From an optimization exercise on the open Yosys and OpenROAD flow, aimed at small area, a short achievable clock period and few clock cycles per item; shortcuts taken in it are not production practice. Only simulation tests tie the RTL to the original design; equivalence was not proved. Power and IR drop assume default switching activity.

==> flow/design.v <==
`timescale 1ns/10ps
module ELA(clk, rst, in_data, data_rd, req, wen, addr, data_wr, done);
	input				clk;
	input				rst;
	input		[7:0]	in_data;
	input		[7:0]	data_rd;
	output reg			req;
	output reg			wen;
	output reg	[9:0]	addr;
	output reg	[7:0]	data_wr;
	output reg			done;
reg				s_start;	 
reg				s_arr;		 
reg				s_rt;		 
reg				s_rb;		 
reg				s_w;		 
reg				s_fin;		 
reg		[3:0]	r;			 
reg				head;		 
reg				h0;			 
reg				c_rt;		 
reg				c_rb;
reg				c_w;
reg				go_int;		 
reg				row0_end;	 
reg				tail;		 
reg				edge_px;	 
reg		[7:0]	opa, opb, u0, u1, v0;
reg		[7:0]	dreg, sreg;	 
reg		[7:0]	best;		 
reg				cur_r;		 
wire	[4:0]	col = addr[4:0];
wire	[3:0]	rm1 = r - 4'd1;
always @(posedge clk or posedge rst) begin
	if (rst) begin
		s_start <= 1'b1;
		s_arr <= 1'b0;
		s_rt <= 1'b0;
		s_rb <= 1'b0;
		s_w <= 1'b0;
		s_fin <= 1'b0;
	end else begin
		s_start <= 1'b0;
		s_arr <= s_start || (s_arr && !go_int) || (tail && r != 4'd15);
		s_rt <= go_int || (s_w && !tail);
		s_rb <= s_rt;
		s_w <= s_rb;
		s_fin <= s_fin || (tail && r == 4'd15);
	end
end
always @(posedge clk) begin
	go_int <= s_arr && !req && (col == 5'd29) && (r != 4'd0);
	row0_end <= s_arr && !req && (col == 5'd29) && (r == 4'd0);
	tail <= s_rb && !head && (col == 5'd0);
	edge_px <= (s_w && col == 5'd31) || (s_rt && edge_px);
	c_rt <= go_int || (s_w && !tail);
	c_rb <= s_rt;
	c_w <= s_rb;
	done <= s_fin;
	req <= s_start || (row0_end) || (tail && r != 4'd15);
	if (s_start)
		r <= 4'd0;
	else if ((row0_end) || tail)
		r <= r + 4'd1;
	if (go_int)
		h0 <= 1'b1;
	else if (s_rb)
		h0 <= 1'b0;
	if (go_int)
		head <= 1'b1;
	else if (s_rb && col == 5'd1)
		head <= 1'b0;
	wen <= (s_arr && !go_int) || (s_rb && (!head || h0)) || tail;
end
reg		[4:0]	col_inc;
always @(*) begin
	if (s_rt)
		col_inc = 5'd0;
	else if (s_rb)
		col_inc = h0 ? 5'd31 : 5'd30;
	else if (s_w && !tail)
		col_inc = head ? 5'd2 : 5'd3;
	else if (go_int)
		col_inc = 5'd2;
	else
		col_inc = 5'd1;
end
always @(posedge clk) begin
	addr[4:0] <= (s_arr && req) ? 5'd0 : col + col_inc;
	addr[5] <= (s_rb && !h0) || tail;
	addr[9:6] <= ((s_arr && !go_int) || s_rt || (s_rb && h0)) ? r : rm1;
end
always @(posedge clk) begin
	if (c_rt)
		opa[3:0] <= u0[3:0];
	else if (c_rb)
		opa[3:0] <= data_rd[3:0];
	else
		opa[3:0] <= u1[3:0];
	if (c_rt)
		opa[7:4] <= u0[7:4];
	else if (c_rb)
		opa[7:4] <= data_rd[7:4];
	else
		opa[7:4] <= u1[7:4];
	if (c_w) begin
		u0 <= opa;
		u1 <= u0;
	end
	if (c_rb) begin
		opb <= v0;
		v0 <= opb;
	end else if (c_w) begin
		opb <= data_rd;
	end
end
reg		[7:0]	dg, dp, dG, dP;
reg		[7:0]	sg, sp, sG, sP;
reg		[7:0]	absd, avg;
integer			i, k;
always @(*) begin
	dg = opa & ~opb;
	dp = opa ^ ~opb;
	sg = opa & opb;
	sp = opa ^ opb;
	dG = dg;
	dP = dp;
	sG = sg;
	sP = sp;
	for (k = 1; k < 8; k = k * 2) begin
		for (i = 7; i >= k; i = i - 1) begin
			dG[i] = dG[i] | (dP[i] & dG[i-k]);
			dP[i] = dP[i] & dP[i-k];
			sG[i] = sG[i] | (sP[i] & sG[i-k]);
			sP[i] = sP[i] & sP[i-k];
		end
	end
	absd[0] = dp[0] ^ 1'b1;
	for (i = 1; i < 8; i = i + 1)
		absd[i] = dp[i] ^ (dG[i-1] | dP[i-1]);
	if (!(dG[7] | dP[7])) begin
		absd[0] = ~dp[0];
		for (i = 1; i < 8; i = i + 1)
			absd[i] = ~(dp[i] ^ dG[i-1]);
	end
	for (i = 1; i < 8; i = i + 1)
		avg[i-1] = sp[i] ^ sG[i-1];
	avg[7] = sG[7];
end
always @(posedge clk) begin
	dreg <= absd;
	sreg <= avg;
end
wire			cin = s_rb && cur_r;
reg		[7:0]	cG, cP;
always @(*) begin
	cG = best & ~dreg;
	cP = best ^ ~dreg;
	for (k = 1; k < 8; k = k * 2)
		for (i = 7; i >= k; i = i - 1) begin
			cG[i] = cG[i] | (cP[i] & cG[i-k]);
			cP[i] = cP[i] & cP[i-k];
		end
end
wire			win = cG[7] | (cP[7] & cin);
always @(posedge clk) begin
	if (s_w || (s_rt && !edge_px && !h0 && win)) begin
		best <= dreg;
		cur_r <= s_rt;
	end
	if (s_arr)
		data_wr <= in_data;
	else if (s_w || ((s_rt || s_rb) && !edge_px && !h0 && win))
		data_wr <= sreg;
end
endmodule
==> flow/config.mk <==
export PLATFORM = sky130hd
export DESIGN_NAME = ELA
export DESIGN_NICKNAME = ELA
export VERILOG_FILES = /design/flow/design.v
export SDC_FILE = /design/flow/constraint.sdc
export NUM_CORES = 4
export LEC_CHECK = 0
export CAP_MARGIN = 20
export CELL_PAD_IN_SITES_DETAIL_PLACEMENT = 0
export CELL_PAD_IN_SITES_GLOBAL_PLACEMENT = 0
export CORE_MARGIN = 2
export CORE_UTILIZATION = 70
export SETUP_SLACK_MARGIN = 3.4
export SLEW_MARGIN = 20
export TNS_END_PERCENT = 5
==> flow/constraint.sdc <==
create_clock -name core_clock -period 5.5 [get_ports {clk}]
set_input_delay 1.1000 -clock core_clock [delete_from_list [all_inputs] [get_ports {clk}]]
set_output_delay 1.1000 -clock core_clock [all_outputs]
set_load 0.01 [all_outputs]
standard.sh (not shown) runs the stock make flow with config.mk's settings and CLKGATE_MAP_FILE= SYNTH_SCRIPT=/design/flow/synth_recipe.tcl, a recipe that flattens the netlist after the stock synthesis.
==> flow/flow/run.sh <==
#!/bin/bash
# Standard layout with two changes: the port buffers are buf_2 cells instead
# of the delay buffers buffer_ports picks by default, and clock tree
# synthesis runs with the arguments below (no dummy loads).
set -euo pipefail
export BUFFER_PORTS_ARGS="-buffer_cell sky130_fd_sc_hd__buf_2"
export CTS_ARGS="-sink_clustering_enable -repair_clock_nets -dont_use_dummy_load"
bash standard.sh > standard.log 2>&1
The baseline completed with no timing, DRC or antenna violations.
Testbench counts at the start, summed over its fixed seeds: cycles 63,968, images 32.
Then changed:
ABC_AREA = 1   (was default)
CELL_PAD_IN_SITES_DETAIL_PLACEMENT = default   (was 0)
CELL_PAD_IN_SITES_GLOBAL_PLACEMENT = default   (was 0)
SETUP_SLACK_MARGIN = 3.5   (was 3.4)
What happened: Die area grows by 2.2%. Routed wire length grows by 7.9%. Clock skew shrinks by 0.0041 ns.
Then changed:
ABC_AREA = default   (was 1)
Result:
- die area went down by a few percent
- clock-buffer cell count does not change
- worst setup slack loses 0.092 ns
- global-route usage went down by 0.82 points
- first-iteration DRC count went down by a quarter to a third
- clock power went down slightly
Then changed:
--- a/flow/flow/run.sh
+++ b/flow/flow/run.sh
@@ -7 +7 @@
-export CTS_ARGS="-sink_clustering_enable -repair_clock_nets -dont_use_dummy_load"
+export CTS_ARGS="-repair_clock_nets -dont_use_dummy_load"
SETUP_SLACK_MARGIN = 3.4   (was 3.5)
After rerunning:
- total power is about the same
- worst hold slack loses 0.012 ns
- clock power barely changes
- area after synthesis stays the same
- via count drops slightly
- count of clock-buffer cells in the layout does not change
- core utilization drops by 0.32 points
- cell area came out lower slightly
- routed wire length falls by a few percent
- final cell count decreases slightly
- worst setup slack improves by 0.0050 ns
Then changed:
--- a/flow/flow/run.sh
+++ b/flow/flow/run.sh
@@ -7 +7 @@
-export CTS_ARGS="-repair_clock_nets -dont_use_dummy_load"
+export CTS_ARGS="-sink_clustering_enable -repair_clock_nets -dont_use_dummy_load"
GPL_ROUTABILITY_DRIVEN = 0   (was default)
Maximum frequency stays the same.
Worst setup slack is unchanged.
Worst hold slack stays the same.
Non-clock buffer count is unchanged.
Synthesized area stays the same.

afterwards: timing with drivers on the ports:
In the flow no input, the clock included, has a driving cell. The finished layouts below were timed again as built, in two steps. Step 1, drivers: a clkbuf_16 drives clk and a buf_2 each remaining input, both assumed. Step 2 adds t to the input delays and takes it off the output delays; t is the mean of the earliest and latest rising clock arrival at the registers after step 1. Input paths then give back, and output paths get back, about the clock's delay inside the block. a / b / c = ideal ports / drivers / drivers and shift; a / b = the first two.
run | t (ns) | setup slack, ns | pins driven straight from the clock port
the first run | 0.370 | 3.371 / 3.347 / 3.371 | 1
the second run | 0.380 | 3.458 / 3.430 / 3.458 | 1
the third run | 0.361 | 3.366 / 3.366 / 3.366 | 1
the fourth run | 0.370 | 3.371 / 3.347 / 3.371 | 1
the fifth run | 0.370 | 3.371 / 3.347 / 3.371 | 1
After both steps every run listed still meets setup and hold.
